Context: an optimization exercise on an open-source flow, tuned for small area, a short achievable clock period and few clock cycles per item. The choices shown serve that exercise and are no tape-out recipe.
At most, simulation tests tie the RTL to the original design; equivalence was not proved.

==> inputs of run a <==
Design fc_layer, start of the top module:
module fc_layer #(
    parameter INPUT_SIZE  = 16,
    parameter OUTPUT_SIZE = 8,
    parameter DATA_WIDTH  = 8
)(
    input  logic                          clk,
    input  logic                          reset,
    input  logic                          start,
    output logic                          done,
    input  logic signed [INPUT_SIZE*DATA_WIDTH-1:0]  input_data_flat,
    input  logic signed [OUTPUT_SIZE*INPUT_SIZE*DATA_WIDTH-1:0] weights_flat,
    input  logic signed [OUTPUT_SIZE*DATA_WIDTH-1:0]            bias_flat,
    output logic signed [OUTPUT_SIZE*DATA_WIDTH-1:0] output_data_flat
);
==> flow/config.mk <==
export PLATFORM = sky130hd
export DESIGN_NAME = fc_layer
export DESIGN_NICKNAME = fc_layer
export VERILOG_FILES = /design/flow/design.v
export SDC_FILE = /design/flow/constraint.sdc
export NUM_CORES = 4
export LEC_CHECK = 0
export ABC_CLOCK_PERIOD_IN_PS = 4000
export CAP_MARGIN = 20
export CORE_AREA = 5 5 435 435
export DIE_AREA = 0 0 440 440
export SETUP_SLACK_MARGIN = 3
export SLEW_MARGIN = 20
export SYNTH_HIERARCHICAL = 1
export SYNTH_MINIMUM_KEEP_SIZE = 0
==> flow/constraint.sdc <==
create_clock -name core_clock -period 10.0 [get_ports {clk}]
set_input_delay 2.0000 -clock core_clock [delete_from_list [all_inputs] [get_ports {clk}]]
set_output_delay 2.0000 -clock core_clock [all_outputs]
set_load 0.01 [all_outputs]
standard.sh (not shown) runs the stock make flow with config.mk's settings and CLKGATE_MAP_FILE= SYNTH_SCRIPT=/design/flow/synth_recipe.tcl, a recipe that flattens the netlist after the stock synthesis.
==> flow/flow/run.sh <==
#!/bin/bash
# The standard layout, except that the ports are buffered with sky130_fd_sc_hd__buf_1
# rather than the delay buffer buffer_ports picks by itself.
set -euo pipefail
bash standard.sh "BUFFER_PORTS_ARGS=-buffer_cell sky130_fd_sc_hd__buf_1" finish > run_make.log 2>&1
==> inputs of run b, as changes to run a <==
Settings changed: ABC_CLOCK_PERIOD_IN_PS 4000 to default.
==> comparison table <==
metric	run b	run a
Status	no timing/DRC/antenna violations	no timing/DRC/antenna violations
Fraction of synthesized area in multiplexers	0.0114	0.0114
Xor/xnor share of the synthesized area	0.160	0.160
Maximum number of pins on one net before global-route repair	108	108
Data arrival at the endpoint of the critical path	7.59 ns	7.59 ns
Post-synth top flop	sky130_fd_sc_hd__edfxtp_1	sky130_fd_sc_hd__edfxtp_1
Sequential cell count	294	294
First-pass GRT wire length	500000 um	500000 um
Hold wc startpoint	lo_q[5][6]$_DFFE_PP_	lo_q[5][6]$_DFFE_PP_
Adder and majority cell fraction of the synthesized area	0.451	0.451
Share of final-layout standard cells stronger than drive strength 1	0.0978	0.0978
Final GP Congestion	1.07	1.07
Testbench counts of run a, summed over its fixed seeds: cycles 1,920, inferences 384.
Testbench counts of run b, summed over its fixed seeds: cycles 1,920, inferences 384.

========
==> trial 68 <==
fc_layer, a different RTL version from the one above (not shown whole).
==> module fc_layer, before the edit <==
module fc_layer #(
    parameter INPUT_SIZE  = 16,
    parameter OUTPUT_SIZE = 8,
    parameter DATA_WIDTH  = 8
)(
    input  logic                          clk,
    input  logic                          reset,
    input  logic                          start,
    output logic                          done,
    input  logic signed [INPUT_SIZE*DATA_WIDTH-1:0]  input_data_flat,
    input  logic signed [OUTPUT_SIZE*INPUT_SIZE*DATA_WIDTH-1:0] weights_flat,
    input  logic signed [OUTPUT_SIZE*DATA_WIDTH-1:0]            bias_flat,
    output logic signed [OUTPUT_SIZE*DATA_WIDTH-1:0] output_data_flat
);
    logic [1:0] k;
    logic       valid;    
    logic       first, last, en;
    assign first = (k == 2'd0);
    assign last  = (k == 2'd3);
    assign en    = !first || start;
    always_ff @(posedge clk or posedge reset) begin
        if (reset) begin
            k     <= 2'd0;
            done  <= 1'b0;
            valid <= 1'b0;
        end else begin
            if (en) k <= k + 2'd1;
            done <= last;
            if (last) valid <= 1'b1;
        end
    end
    logic [15:0] sgn, neg, one, two;
    always_comb begin
        for (int j = 0; j < 16; j++) begin
            logic b2, b1, b0;
            case (k)
                2'd0: begin b2 = input_data_flat[8*j+1]; b1 = input_data_flat[8*j+0]; b0 = 1'b0; end
                2'd1: begin b2 = input_data_flat[8*j+3]; b1 = input_data_flat[8*j+2]; b0 = input_data_flat[8*j+1]; end
                2'd2: begin b2 = input_data_flat[8*j+5]; b1 = input_data_flat[8*j+4]; b0 = input_data_flat[8*j+3]; end
                default: begin b2 = input_data_flat[8*j+7]; b1 = input_data_flat[8*j+6]; b0 = input_data_flat[8*j+5]; end
            endcase
            sgn[j] = b2;
            one[j] = b1 ^ b0;
            two[j] = (b2 & !b1 & !b0) | (!b2 & b1 & b0);
            neg[j] = b2 & !(b1 & b0);
        end
    end
    logic [4:0] e;
    fc_popcount u_pc (.n(neg), .e(e));
    localparam logic [15:0] K0 = 16'hB000;
    logic [13:0] s_q  [OUTPUT_SIZE];
    logic [13:0] c_q  [OUTPUT_SIZE];
    logic [7:0]  lo_q [OUTPUT_SIZE];
    for (genvar i = 0; i < OUTPUT_SIZE; i++) begin : g_out
        logic [143:0] pp;
        logic [15:0]  as_, ac_;
        logic [15:2]  so, co;
        logic [1:0]   r;
        always_comb begin
            for (int j = 0; j < 16; j++) begin
                logic [8:0] w, wn;
                w  = {weights_flat[8*(16*i+j)+7], weights_flat[8*(16*i+j) +: 8]};
                wn = w ^ {9{sgn[j]}};
                pp[9*j] = (one[j] & wn[0]) | (two[j] & sgn[j]);
                for (int t = 1; t < 9; t++)
                    pp[9*j+t] = (one[j] & wn[t]) | (two[j] & wn[t-1]);
            end
            as_ = first ? {{8{bias_flat[8*i+7]}}, bias_flat[8*i +: 8]} : {2'b00, s_q[i]};
            ac_ = first ? K0 : {2'b00, c_q[i]};
        end
        fc_csa u_csa (.pp(pp), .as_(as_), .ac_(ac_), .e(e), .r(r), .so(so), .co(co));
        always_ff @(posedge clk) begin
            if (en) begin
                s_q[i][7:0] <= so[9:2];
                c_q[i][7:0] <= co[9:2];
                lo_q[i]     <= {r, lo_q[i][7:2]};
            end
            s_q[i][13:8] <= so[15:10];
            c_q[i][13:8] <= co[15:10];
        end
        logic [7:0]  hi;
        logic [15:0] acc;
        assign hi  = s_q[i][7:0] + c_q[i][7:0];
        assign acc = {hi, lo_q[i]};
        always_comb begin
            if (!valid)
                output_data_flat[8*i +: 8] = 8'h00;
            else if (!acc[15] && acc[14:7] != 8'h00)
                output_data_flat[8*i +: 8] = 8'h7f;
            else if (acc[15] && acc[14:7] != 8'hff)
                output_data_flat[8*i +: 8] = 8'h80;
            else
                output_data_flat[8*i +: 8] = acc[7:0];
        end
    end
endmodule
clock: 10.0 ns
lec_check: 0
cap_margin: 20
core_area: 5 5 435 435
die_area: 0 0 440 440
setup_slack_margin: 3
slew_margin: 20
synth_hierarchical: 1
synth_minimum_keep_size: 0
Scripts as last shown in full above: flow/flow/run.sh
==> trial 71: changes against trial 68 <==
--- a/flow/design.v
+++ b/flow/design.v
@@ -11,41 +11,46 @@
     input  logic signed [INPUT_SIZE*DATA_WIDTH-1:0]  input_data_flat,
     input  logic signed [OUTPUT_SIZE*INPUT_SIZE*DATA_WIDTH-1:0] weights_flat,
     input  logic signed [OUTPUT_SIZE*DATA_WIDTH-1:0]            bias_flat,
     output logic signed [OUTPUT_SIZE*DATA_WIDTH-1:0] output_data_flat
 );
-    logic [1:0] k;
+    logic [3:0] st;
     logic       valid;    
     logic       first, last, en;
-    assign first = (k == 2'd0);
-    assign last  = (k == 2'd3);
+    assign first = st[0];
+    assign last  = st[3];
     assign en    = !first || start;
     always_ff @(posedge clk or posedge reset) begin
         if (reset) begin
-            k     <= 2'd0;
+            st    <= 4'b0001;
             done  <= 1'b0;
             valid <= 1'b0;
         end else begin
-            if (en) k <= k + 2'd1;
+            if (en) st <= {st[2:0], st[3]};
             done <= last;
             if (last) valid <= 1'b1;
         end
     end
     logic [15:0] sgn, neg, one, two;
+    logic [15:0] sgnn, onen, twon, nz;
     always_comb begin
         for (int j = 0; j < 16; j++) begin
             logic b2, b1, b0;
-            case (k)
-                2'd0: begin b2 = input_data_flat[8*j+1]; b1 = input_data_flat[8*j+0]; b0 = 1'b0; end
-                2'd1: begin b2 = input_data_flat[8*j+3]; b1 = input_data_flat[8*j+2]; b0 = input_data_flat[8*j+1]; end
-                2'd2: begin b2 = input_data_flat[8*j+5]; b1 = input_data_flat[8*j+4]; b0 = input_data_flat[8*j+3]; end
-                default: begin b2 = input_data_flat[8*j+7]; b1 = input_data_flat[8*j+6]; b0 = input_data_flat[8*j+5]; end
-            endcase
+            b2 = (st[0] & input_data_flat[8*j+1]) | (st[1] & input_data_flat[8*j+3]) |
+                 (st[2] & input_data_flat[8*j+5]) | (st[3] & input_data_flat[8*j+7]);
+            b1 = (st[0] & input_data_flat[8*j+0]) | (st[1] & input_data_flat[8*j+2]) |
+                 (st[2] & input_data_flat[8*j+4]) | (st[3] & input_data_flat[8*j+6]);
+            b0 = (st[1] & input_data_flat[8*j+1]) | (st[2] & input_data_flat[8*j+3]) |
+                 (st[3] & input_data_flat[8*j+5]);
             sgn[j] = b2;
             one[j] = b1 ^ b0;
             two[j] = (b2 & !b1 & !b0) | (!b2 & b1 & b0);
             neg[j] = b2 & !(b1 & b0);
+            sgnn[j] = !sgn[j];
+            onen[j] = !one[j];
+            twon[j] = !two[j];
+            nz[j]   = one[j] | two[j];
         end
     end
     logic [4:0] e;
     fc_popcount u_pc (.n(neg), .e(e));
     localparam logic [15:0] K0 = 16'hB000;
@@ -56,21 +61,22 @@
         logic [143:0] pp;
         logic [15:0]  as_, ac_;
         logic [15:2]  so, co;
         logic [1:0]   r;
         always_comb begin
-            for (int j = 0; j < 16; j++) begin
-                logic [8:0] w, wn;
-                w  = {weights_flat[8*(16*i+j)+7], weights_flat[8*(16*i+j) +: 8]};
-                wn = w ^ {9{sgn[j]}};
-                pp[9*j] = (one[j] & wn[0]) | (two[j] & sgn[j]);
-                for (int t = 1; t < 9; t++)
-                    pp[9*j+t] = (one[j] & wn[t]) | (two[j] & wn[t-1]);
-            end
             as_ = first ? {{8{bias_flat[8*i+7]}}, bias_flat[8*i +: 8]} : {2'b00, s_q[i]};
             ac_ = first ? K0 : {2'b00, c_q[i]};
         end
+        for (genvar j = 0; j < 16; j++) begin : g_row
+            logic [7:0] wnn;
+            assign wnn = ~(weights_flat[8*(16*i+j) +: 8] ^ {8{sgn[j]}});
+            fc_sel u_s0 (.a1(onen[j]), .a2(wnn[0]), .b1(twon[j]), .b2(sgnn[j]), .y(pp[9*j]));
+            for (genvar t = 1; t < 8; t++) begin : g_bit
+                fc_sel u_s (.a1(onen[j]), .a2(wnn[t]), .b1(twon[j]), .b2(wnn[t-1]), .y(pp[9*j+t]));
+            end
+            assign pp[9*j+8] = ~(nz[j] & ~wnn[7]);   
+        end
         fc_csa u_csa (.pp(pp), .as_(as_), .ac_(ac_), .e(e), .r(r), .so(so), .co(co));
         always_ff @(posedge clk) begin
             if (en) begin
                 s_q[i][7:0] <= so[9:2];
                 c_q[i][7:0] <= co[9:2];
@@ -93,10 +99,16 @@
             else
                 output_data_flat[8*i +: 8] = acc[7:0];
         end
     end
 endmodule
+module fc_sel (
+    input  logic a1, a2, b1, b2,
+    output logic y
+);
+    assign y = !((a1 | a2) & (b1 | b2));
+endmodule
 module fc_popcount (
   input  logic [15:0] n,
   output logic [4:0]  e
 );
   wire ps1, pc2;
@@ -391,21 +403,21 @@
   wire ts245, tc246;
   fc_fa u_ts245 (.a(ts241), .b(tc210), .c(ts243), .s(ts245), .co(tc246));
   wire ts247, tc248;
   fc_ha u_ts247 (.a(tc212), .b(ts245), .s(ts247), .co(tc248));
   wire ts249, tc250;
-  fc_fa u_ts249 (.a(as_[8]), .b(ac_[8]), .c(~pp[8]), .s(ts249), .co(tc250));
+  fc_fa u_ts249 (.a(as_[8]), .b(ac_[8]), .c(pp[8]), .s(ts249), .co(tc250));
   wire ts251, tc252;
-  fc_fa u_ts251 (.a(~pp[17]), .b(~pp[26]), .c(~pp[35]), .s(ts251), .co(tc252));
+  fc_fa u_ts251 (.a(pp[17]), .b(pp[26]), .c(pp[35]), .s(ts251), .co(tc252));
   wire ts253, tc254;
-  fc_fa u_ts253 (.a(~pp[44]), .b(~pp[53]), .c(~pp[62]), .s(ts253), .co(tc254));
+  fc_fa u_ts253 (.a(pp[44]), .b(pp[53]), .c(pp[62]), .s(ts253), .co(tc254));
   wire ts255, tc256;
-  fc_fa u_ts255 (.a(~pp[71]), .b(~pp[80]), .c(~pp[89]), .s(ts255), .co(tc256));
+  fc_fa u_ts255 (.a(pp[71]), .b(pp[80]), .c(pp[89]), .s(ts255), .co(tc256));
   wire ts257, tc258;
-  fc_fa u_ts257 (.a(~pp[98]), .b(~pp[107]), .c(~pp[116]), .s(ts257), .co(tc258));
+  fc_fa u_ts257 (.a(pp[98]), .b(pp[107]), .c(pp[116]), .s(ts257), .co(tc258));
   wire ts259, tc260;
-  fc_fa u_ts259 (.a(~pp[125]), .b(~pp[134]), .c(~pp[143]), .s(ts259), .co(tc260));
+  fc_fa u_ts259 (.a(pp[125]), .b(pp[134]), .c(pp[143]), .s(ts259), .co(tc260));
   wire ts261, tc262;
   fc_fa u_ts261 (.a(tc216), .b(tc218), .c(tc220), .s(ts261), .co(tc262));
   wire ts263, tc264;
   fc_fa u_ts263 (.a(tc222), .b(tc224), .c(tc226), .s(ts263), .co(tc264));
   wire ts265, tc266;
CTS_BUF_LIST = sky130_fd_sc_hd__clkbuf_4 sky130_fd_sc_hd__clkbuf_8   (was default)
PLACE_DENSITY = 0.5   (was default)
SETUP_SLACK_MARGIN = 3.25   (was 3)
==> trial 4: changes against trial 68 <==
--- a/flow/design.v
+++ b/flow/design.v
@@ -28,21 +28,20 @@
             if (en) k <= k + 2'd1;
             done <= last;
             if (last) valid <= 1'b1;
         end
     end
-    logic [15:0] sgn, neg, one, two;
+    logic [15:0] neg, one, two;
     always_comb begin
         for (int j = 0; j < 16; j++) begin
             logic b2, b1, b0;
             case (k)
                 2'd0: begin b2 = input_data_flat[8*j+1]; b1 = input_data_flat[8*j+0]; b0 = 1'b0; end
                 2'd1: begin b2 = input_data_flat[8*j+3]; b1 = input_data_flat[8*j+2]; b0 = input_data_flat[8*j+1]; end
                 2'd2: begin b2 = input_data_flat[8*j+5]; b1 = input_data_flat[8*j+4]; b0 = input_data_flat[8*j+3]; end
                 default: begin b2 = input_data_flat[8*j+7]; b1 = input_data_flat[8*j+6]; b0 = input_data_flat[8*j+5]; end
             endcase
-            sgn[j] = b2;
             one[j] = b1 ^ b0;
             two[j] = (b2 & !b1 & !b0) | (!b2 & b1 & b0);
             neg[j] = b2 & !(b1 & b0);
         end
     end
@@ -59,12 +58,12 @@
         logic [1:0]   r;
         always_comb begin
             for (int j = 0; j < 16; j++) begin
                 logic [8:0] w, wn;
                 w  = {weights_flat[8*(16*i+j)+7], weights_flat[8*(16*i+j) +: 8]};
-                wn = w ^ {9{sgn[j]}};
-                pp[9*j] = (one[j] & wn[0]) | (two[j] & sgn[j]);
+                wn = w ^ {9{neg[j]}};
+                pp[9*j] = (one[j] & wn[0]) | (two[j] & neg[j]);
                 for (int t = 1; t < 9; t++)
                     pp[9*j+t] = (one[j] & wn[t]) | (two[j] & wn[t-1]);
             end
             as_ = first ? {{8{bias_flat[8*i+7]}}, bias_flat[8*i +: 8]} : {2'b00, s_q[i]};
             ac_ = first ? K0 : {2'b00, c_q[i]};
==> flow/run.sh (new file) <==
#!/bin/bash
# synth_recipe.tcl (not shown) runs the flow's synth.tcl, then flattens the netlist and writes it again
# the make line also repeats each setting of config.mk as NAME=value (left out here)
make -C /OpenROAD-flow-scripts/flow DESIGN_CONFIG=/design/flow/config.mk WORK_HOME=/design/flow/orfs CLKGATE_MAP_FILE= SYNTH_SCRIPT=/design/flow/synth_recipe.tcl finish
SETUP_SLACK_MARGIN = default   (was 3)
removed: flow/flow/run.sh
removed: flow/standard.sh
==> results by group <==
Outcome
  – Outcome: no timing/DRC/antenna violations

Critical path
  – Worst R2R End: c_q[4][2]
  – Crit Path Max Fanout: 34

Layout
  – # clk buffers: 105
  – Commonest non-fill, non-tap cell in the layout: buf_1
the above is filed under trial 71

==> results by group <==
Outcome
  – Outcome: failed layout checks
  – Layout check faults: antenna rules

Critical path
  – Crit Path Max Fanout: 5
  – Worst R2R End: c_q[3][2]

Route
  – ANT nets after route: 2

Layout
  – # clk buffers: 59
  – Commonest non-fill, non-tap cell in the layout: buf_1
the above is filed under trial 68

==> results by group <==
Layout
  – # clk buffers: 61
  – Commonest non-fill, non-tap cell in the layout: clkdlybuf4s50_1

Critical path
  – Crit Path Max Fanout: 26
  – CP Data Required Time: 10420 ps
  – Crit path cell chain: clkdlybuf4s50_1 > a222oi_1 > or2_1 > a21o_2 > inv_6 > buf_12 > xnor2_1 > o22ai_1 > fa_1 > fa_1 > fa_1 > fa_1 > fa_1 > fa_1 > ha_1
  – Worst R2R End: c_q[0][5]

Logic synthesis
  – Synth async-reset ratio: 1.370%

Outcome
  – Outcome: no timing/DRC/antenna violations
the above is filed under trial 4

Testbench counts of trial 71, summed over its fixed seeds: cycles 1,920, inferences 384.
Testbench counts of trial 4, summed over its fixed seeds: cycles 1,920, inferences 384.
The RTL of trial 68 was laid out without a check of its function.

separate check: timing with driven ports:
The flow's constraints put no driver on any port. The routed layouts listed below were extracted and timed again, unchanged, in two steps.
Step 1 assumes that a clkbuf_16 drives the clock port and a buf_2 every other input.
Step 2, shift: input delay + t, output delay - t, t = (earliest + latest rising clock arrival at the registers) / 2. This alone moves slack from input paths to output paths.
Slacks: no drivers / after step 1 / after step 2; pairs: no drivers / after step 1.
| run | t, ns | slack for setup (ns) | worst register clock-pin slew, ns | worst slew at a driven data input, ns | pins driven straight from the clock port |
|---|---|---|---|---|---|
| run a | 0.758 | 2.964 / 3.033 / 2.275 | 0.07 / 0.07 | 0.27 | 1 |
| run b | 0.758 | 2.964 / 3.033 / 2.275 | 0.07 / 0.07 | 0.27 | 1 |
| trial 68 | 0.748 | 2.922 / 2.992 / 2.245 | 0.07 / 0.07 | 0.29 | 1 |
| trial 71 | 0.893 | 3.039 / 3.107 / 2.214 | 0.09 / 0.09 | 0.30 | 1 |
| trial 4 | 0.762 | 1.566 / 1.634 / 0.872 | 0.07 / 0.07 | 0.31 | 1 |
For trial 71, which loses most, drivers alone change the setup slack by +0.068 ns; drivers and shift together by -0.825 ns.
